This design comes from an exercise in tuning for small area, a short achievable clock period and few clock cycles on the open sky130 flow, not from production work.
Function was checked by simulation only, so behaviour that the tests miss may differ from the original.
Power is estimated from default activity; no workload was simulated.

## core
module core(
	input CLK,
	input RST,
	output wire [31:0]  imem_addr,
	input       [31:0]  imem_data,
	output wire         dmem_read,
	output wire         dmem_write,
	output wire [31:0]  dmem_addr,
	output wire [31:0]  dmem_wdata,
	output wire [3:0]   dmem_mask,
	input       [31:0]  dmem_rdata
);
export LEC_CHECK = 0
export CAP_MARGIN = 30
export CORE_MARGIN = 2
export CORE_UTILIZATION = 50
export CTS_CLUSTER_DIAMETER = 70
export CTS_CLUSTER_SIZE = 24
export SLEW_MARGIN = 30
create_clock -name core_clock -period 13.0 [get_ports {CLK}]
standard.sh (not shown) runs the stock make flow with config.mk's settings and CLKGATE_MAP_FILE= SYNTH_SCRIPT=/design/flow/synth_recipe.tcl, a recipe that flattens the netlist after the stock synthesis.
==> flow/flow/run.sh <==
#!/bin/bash
# Standard ORFS layout; timing repair aims well below the clock period.
bash standard.sh SETUP_SLACK_MARGIN=9.1 "BUFFER_PORTS_ARGS=-buffer_cell sky130_fd_sc_hd__buf_2" finish > standard.log 2>&1
The starting point produced a clean layout.
Testbench counts at the start, summed over its fixed seeds: cycles 19,536.
Edit:
==> flow/flow/run.sh (replaced) <==
#!/bin/bash
# Standard ORFS layout; timing repair aims well below the clock period.
bash standard.sh SETUP_SLACK_MARGIN=9.0 "BUFFER_PORTS_ARGS=-buffer_cell sky130_fd_sc_hd__buf_2" finish > standard.log 2>&1
Flip-flop and latch count does not change.
First-iteration DRC count goes up by 3.8%.
Via count increases by 0.47%.
Final cell count is lower by 0.78%.
Sequential share of layout area rises by 0.72 points.

Setup of run 1:
The RTL this note starts from:
==> flow/design.v <==
`timescale 1ns / 1ps
module core(
	input CLK,
	input RST,
	output wire [31:0]  imem_addr,
	input       [31:0]  imem_data,
	output wire         dmem_read,
	output wire         dmem_write,
	output wire [31:0]  dmem_addr,
	output wire [31:0]  dmem_wdata,
	output wire [3:0]   dmem_mask,
	input       [31:0]  dmem_rdata
);
	reg  [31:2] pc_f;              
	reg  [31:0] ir;                
	reg  [31:2] pc_d;              
	reg         v_d;               
	reg  [31:1] s1, s2;            
	reg         x_v;               
	reg  [31:0] x_a, x_b, x_c;     
	reg  [4:0]  x_rd;
	reg         x_we, x_ld, x_st, x_br, x_jalr, x_link, x_pred;
	reg  [2:0]  x_f3;              
	reg  [2:0]  x_rsel;            
	reg  [5:0]  x_rdc;             
	reg         x_rj;
	reg         x_sub, x_sra;
	reg  [31:0] m_res;             
	reg  [31:0] m_wd;              
	reg  [3:0]  m_mask;
	reg  [4:0]  m_rd;
	reg         m_we, m_ld, m_st;
	reg  [2:0]  m_f3;
	reg  [31:0] rf [1:31];
	assign imem_addr = {pc_f, 2'b00};
	assign dmem_read  = m_ld;
	assign dmem_write = m_st;
	assign dmem_addr  = {m_res[31:2], 2'b00};
	assign dmem_wdata = m_wd;
	assign dmem_mask  = m_mask;
	wire [7:0]  ld_b = m_res[1] ? (m_res[0] ? dmem_rdata[31:24] : dmem_rdata[23:16])
	                            : (m_res[0] ? dmem_rdata[15:8]  : dmem_rdata[7:0]);
	wire [15:0] ld_h = m_res[1] ? dmem_rdata[31:16] : dmem_rdata[15:0];
	wire [31:0] ld_v = m_f3[1] ? dmem_rdata :
	                   m_f3[0] ? {{16{~m_f3[2] & ld_h[15]}}, ld_h} :
	                             {{24{~m_f3[2] & ld_b[7]}}, ld_b};
	wire [31:0] wb = m_ld ? ld_v : m_res;
	always @(posedge CLK) begin
		if (m_we) rf[m_rd] <= wb;
	end
	wire [4:0] rs1 = ir[19:15];
	wire [4:0] rs2 = ir[24:20];
	wire [4:0] rd  = ir[11:7];
	wire [2:0] f3  = ir[14:12];
	wire d_jal  = ir[6] & ir[3];
	wire d_jalr = ir[6] & ir[2] & ~ir[3];
	wire d_br   = ir[6] & ~ir[2];
	wire d_u    = ~ir[6] & ir[2];
	wire d_lui  = d_u & ir[5];
	wire d_alu  = ~ir[6] & ~ir[2] & ir[4];
	wire d_op   = d_alu & ir[5];
	wire d_mem  = ~ir[6] & ~ir[2] & ~ir[4];
	wire d_st   = d_mem & ir[5];
	wire d_ld   = d_mem & ~ir[5];
	wire use1 = ~d_u & ~d_jal;
	wire use2 = d_br | d_st | d_op;
	wire d_we = ~d_br & ~d_st & (rd != 5'd0);
	reg [31:0] rf1, rf2;
	integer k, q;
	always @(*) begin
		rf1 = 32'd0;
		rf2 = 32'd0;
		for (k = 1; k < 32; k = k + 1) begin
			if (s1[k]) rf1 = rf1 | rf[k];
			if (s2[k]) rf2 = rf2 | rf[k];
		end
	end
	wire [31:0] r1 = (m_we && !m_ld && m_rd == rs1) ? m_res : rf1;
	wire [31:0] r2 = (m_we && !m_ld && m_rd == rs2) ? m_res : rf2;
	wire x1 = x_v & x_we & (rs1 == x_rd);
	wire x2 = x_v & x_we & (rs2 == x_rd);
	wire l1 = m_ld & m_we & (rs1 == m_rd);
	wire l2 = m_ld & m_we & (rs2 == m_rd);
	wire [31:0] imm_b = d_u  ? {ir[31:12], 12'd0} :
	                    d_st ? {{20{ir[31]}}, ir[31:25], ir[11:7]} :
	                           {{20{ir[31]}}, ir[31:20]};
	wire [31:2] imm_t = d_jal ? {{12{ir[31]}}, ir[19:12], ir[20], ir[30:22]}
	                          : {{20{ir[31]}}, ir[7], ir[30:25], ir[11:9]};
	wire [31:2] tgt_d = pc_d + imm_t;
	wire d_pred = d_br & ir[31];
	wire ld_use = x_v & x_ld & x_we & ((use1 & rs1 == x_rd) | (use2 & rs2 == x_rd));
	wire stall  = v_d & ld_use;
	wire [31:0] xa = x_a;
	wire [31:0] xb = x_b;
	wire [31:0] xc = x_c;
	wire [31:0] bb  = x_sub ? ~xb : xb;
	wire [32:0] sum = {1'b0, xa} + {1'b0, bb} + {32'd0, x_sub};
	wire ltu = ~sum[32];
	wire lt  = (xa[31] ^ xb[31]) ? xa[31] : sum[31];
	wire eq  = (xa == xb);
	wire left = ~x_rsel[2];
	reg [31:0] a_rev, s_rev;
	integer j, j2;
	always @(*) for (j = 0; j < 32; j = j + 1) a_rev[j] = xa[31 - j];
	wire [31:0] s_in = left ? a_rev : xa;
	wire [32:0] s_ext = {x_sra & xa[31], s_in};
	wire [32:0] s_out = $signed(s_ext) >>> xb[4:0];
	always @(*) for (j2 = 0; j2 < 32; j2 = j2 + 1) s_rev[j2] = s_out[31 - j2];
	wire [31:0] shv = left ? s_rev : s_out[31:0];
	reg [31:0] res;
	always @(*) begin
		case (x_rsel)
			3'b000: res = sum[31:0];
			3'b001: res = shv;
			3'b010: res = {31'd0, lt};
			3'b011: res = {31'd0, ltu};
			3'b100: res = xa ^ xb;
			3'b101: res = shv;
			3'b110: res = xa | xb;
			default: res = xa & xb;
		endcase
		if (x_link) res = x_c;
	end
	wire redirect_x = x_rj | (x_rdc[0] & eq) | (x_rdc[1] & ~eq) | (x_rdc[2] & lt) |
	                  (x_rdc[3] & ~lt) | (x_rdc[4] & ltu) | (x_rdc[5] & ~ltu);
	wire [31:2] tgt_x = x_jalr ? sum[31:2] : x_c[31:2];
	wire redirect_d = v_d & (d_jal | d_pred) & ~stall & ~redirect_x;
	wire [1:0] lo = sum[1:0];
	wire [3:0] mask = x_f3[1] ? 4'b1111 :
	                  x_f3[0] ? (lo[1] ? 4'b1100 : 4'b0011) :
	                  (4'b0001 << lo);
	wire [31:0] wd = x_f3[1] ? xc : x_f3[0] ? {2{xc[15:0]}} : {4{xc[7:0]}};
	always @(posedge CLK or posedge RST) begin
		if (RST) begin
			pc_f <= 30'd0;
			v_d  <= 1'b0;
			x_v  <= 1'b0;
			x_rj <= 1'b0;
			x_rdc <= 6'b000000;
			m_we <= 1'b0;
			m_ld <= 1'b0;
			m_st <= 1'b0;
		end else begin
			if (redirect_x)      pc_f <= tgt_x;
			else if (stall)      pc_f <= pc_d;
			else if (redirect_d) pc_f <= tgt_d;
			else                 pc_f <= pc_f + 30'd1;
			v_d  <= ~(redirect_x | stall | redirect_d);
			x_v  <= v_d & ~stall & ~redirect_x;
			x_rj <= v_d & ~stall & ~redirect_x & d_jalr;
			x_rdc <= (v_d & ~stall & ~redirect_x & d_br) ?
			         ({f3[2] & f3[1], f3[2] & f3[1], f3[2] & ~f3[1], f3[2] & ~f3[1], ~f3[2], ~f3[2]} &
			          ((f3[0] ^ ir[31]) ? 6'b101010 : 6'b010101)) : 6'b000000;
			m_we <= x_v & x_we;
			m_ld <= x_v & x_ld;
			m_st <= x_v & x_st;
		end
	end
	always @(posedge CLK) begin
		ir   <= imem_data;
		for (q = 1; q < 32; q = q + 1) begin
			s1[q] <= (imem_data[19:15] == q);
			s2[q] <= (imem_data[24:20] == q);
		end
		pc_d <= pc_f;
		x_a    <= (use1 & x1) ? res : (use1 & l1) ? ld_v :
		          d_u ? (d_lui ? 32'd0 : {pc_d, 2'b00}) : r1;
		x_b    <= ((d_op | d_br) & x2) ? res : ((d_op | d_br) & l2) ? ld_v :
		          (d_op | d_br) ? r2 : imm_b;
		x_c    <= (d_st & x2) ? res : (d_st & l2) ? ld_v :
		          d_st ? r2 : ((d_br & ~ir[31]) ? {tgt_d, 2'b00} : {pc_f, 2'b00});
		x_rd   <= rd;
		x_we   <= d_we;
		x_ld   <= d_ld;
		x_st   <= d_st;
		x_br   <= d_br;
		x_jalr <= d_jalr;
		x_link <= d_jal | d_jalr;
		x_pred <= d_pred;
		x_f3   <= f3;
		x_rsel <= d_alu ? f3 : 3'b000;
		x_sub  <= d_br | (d_alu & f3[2:1] == 2'b01) | (d_op & f3 == 3'b000 & ir[30]);
		x_sra  <= ir[30];
		m_res  <= res;
		m_wd   <= wd;
		m_mask <= mask;
		m_rd   <= x_rd;
		m_f3   <= x_f3;
	end
endmodule
==> flow/config.mk <==
export PLATFORM = sky130hd
export DESIGN_NAME = core
export DESIGN_NICKNAME = core
export VERILOG_FILES = /design/flow/design.v
export SDC_FILE = /design/flow/constraint.sdc
export NUM_CORES = 8
export LEC_CHECK = 0
export CAP_MARGIN = 20
export CORE_MARGIN = 2
export CORE_UTILIZATION = 50
export CTS_CLUSTER_DIAMETER = 70
export CTS_CLUSTER_SIZE = 24
export SLEW_MARGIN = 20
==> flow/constraint.sdc <==
create_clock -name core_clock -period 13.0 [get_ports {CLK}]
set_input_delay 2.6000 -clock core_clock [delete_from_list [all_inputs] [get_ports {CLK}]]
set_output_delay 2.6000 -clock core_clock [all_outputs]
set_load 0.01 [all_outputs]
==> flow/flow/run.sh <==
#!/bin/bash
# Standard ORFS layout; timing repair aims well below the clock period.
bash standard.sh SETUP_SLACK_MARGIN=9.1  finish > standard.log 2>&1
No stage failed in run 1, and the final checks on the layout all came back clean.
Testbench counts of run 1, summed over its fixed seeds: cycles 19,814.
Inputs modified between run 1 and run 2:
==> flow/flow/run.sh <==
#!/bin/bash
# Standard ORFS layout; timing repair aims well below the clock period.
bash standard.sh SETUP_SLACK_MARGIN=9.0  finish > standard.log 2>&1
diff --git a/flow/config.mk b/flow/config.mk
--- a/flow/config.mk
+++ b/flow/config.mk
@@ -12,2 +12,3 @@
 export CTS_CLUSTER_SIZE = 24
 export SLEW_MARGIN = 20
+export TNS_END_PERCENT = 40
==> notes.md <==
The routed wire length in run 2 was lower than what run 1 gave.
Delta (run 2 minus run 1): total via count in the routed design has decreased; area overhead of the layout relative to synthesis decreased by 0.47 points relative to the old numbers.
Changes observed in run 2 relative to run 1: global-route usage decreased by 1.3 points relative to the old numbers; clock power rose about 3%; sequential share of layout area roughly the same; critical path required time comparable; worst setup slack shows a reduction of 0.028 ns.
### run 2 -> run 3
==> flow/flow/run.sh <==
#!/bin/bash
# Standard ORFS layout; timing repair aims well below the clock period.
bash standard.sh SETUP_SLACK_MARGIN=8.8  finish > standard.log 2>&1
diff --git a/flow/config.mk b/flow/config.mk
--- a/flow/config.mk
+++ b/flow/config.mk
@@ -12,3 +12,2 @@
 export CTS_CLUSTER_SIZE = 24
 export SLEW_MARGIN = 20
-export TNS_END_PERCENT = 40
--- outcome ---
- Total detailed-routing wirelength: run 3 < run 2
- The hold slack of run 3 and that of run 2 are within noise of each other.
- First-iteration DRC count in run 3 is 169 higher than in run 2
- In the tables for run 3 and run 2, final worst-path cycle share reads higher with run 3.
- Summary of run 3 over run 2: combinational cell fraction of total power dropped 1.2 points; total power -1.5%; number of gates on the worst path with buffers counted lost 2.
- met1 track utilization from global routing ended up 1.9 points higher on run 3 than on run 2.
Here is what was changed in the inputs of run 4 compared with run 3.
==> flow/flow/run.sh <==
#!/bin/bash
# Standard ORFS layout; timing repair aims well below the clock period.
bash standard.sh SETUP_SLACK_MARGIN=9.0  finish > standard.log 2>&1
diff --git a/flow/config.mk b/flow/config.mk
--- a/flow/config.mk
+++ b/flow/config.mk
@@ -11,3 +11,4 @@
 export CTS_CLUSTER_DIAMETER = 70
 export CTS_CLUSTER_SIZE = 24
+export PLACE_DENSITY = 0.72
 export SLEW_MARGIN = 20
Results
- Diff run 3 -> run 4: relative slew slack down 12 points; maximum vdd drop moved down; HPWL after detailed placement -7.3 mm; overall power higher; clock-pin slew on the worst setup and hold paths shows no meaningful change.
- Run 4 completed end to end; final checks failed (capacitance limit).
- Run 3 reports its source of the critical timing path as dmem_rdata[25] while run 4 reports dmem_rdata[12].

## separate check: timing with driven ports
Ports are ideal in the flow. The routed layouts listed here were re-timed in OpenROAD. Step 1: set_driving_cell puts a clkbuf_16 on CLK and a buf_2 on each other input, an assumption about the parent block. Step 2 moves the port delays by t, midway between the first and last clock arrival at a register: inputs arrive t later, outputs are due t later. That takes back most of the time a late clock gives input paths. Slacks: ideal ports / drivers / drivers and shift; pairs: ideal ports / drivers.
run	shift t [ns]	slack for setup (ns)	worst setup path after step 2	worst slew at a driven data input, ns	pins driven straight from the clock port
the first run of note 1	0.834	8.789 / 8.789 / 8.093	input to register	0.04	1
the second run of note 1	0.825	8.882 / 8.882 / 8.132	input to register	0.04	1
run 1	0.842	8.721 / 8.721 / 8.203	input to register	0.05	1
run 2	0.819	8.692 / 8.695 / 7.920	input to register	0.06	1
run 3	0.829	8.653 / 8.699 / 7.870	input to register	0.04	1
run 4	0.862	8.805 / 8.858 / 7.996	input to register	0.07	1
For run 4, which loses most, drivers alone change the setup slack by +0.053 ns; drivers and shift together by -0.809 ns.
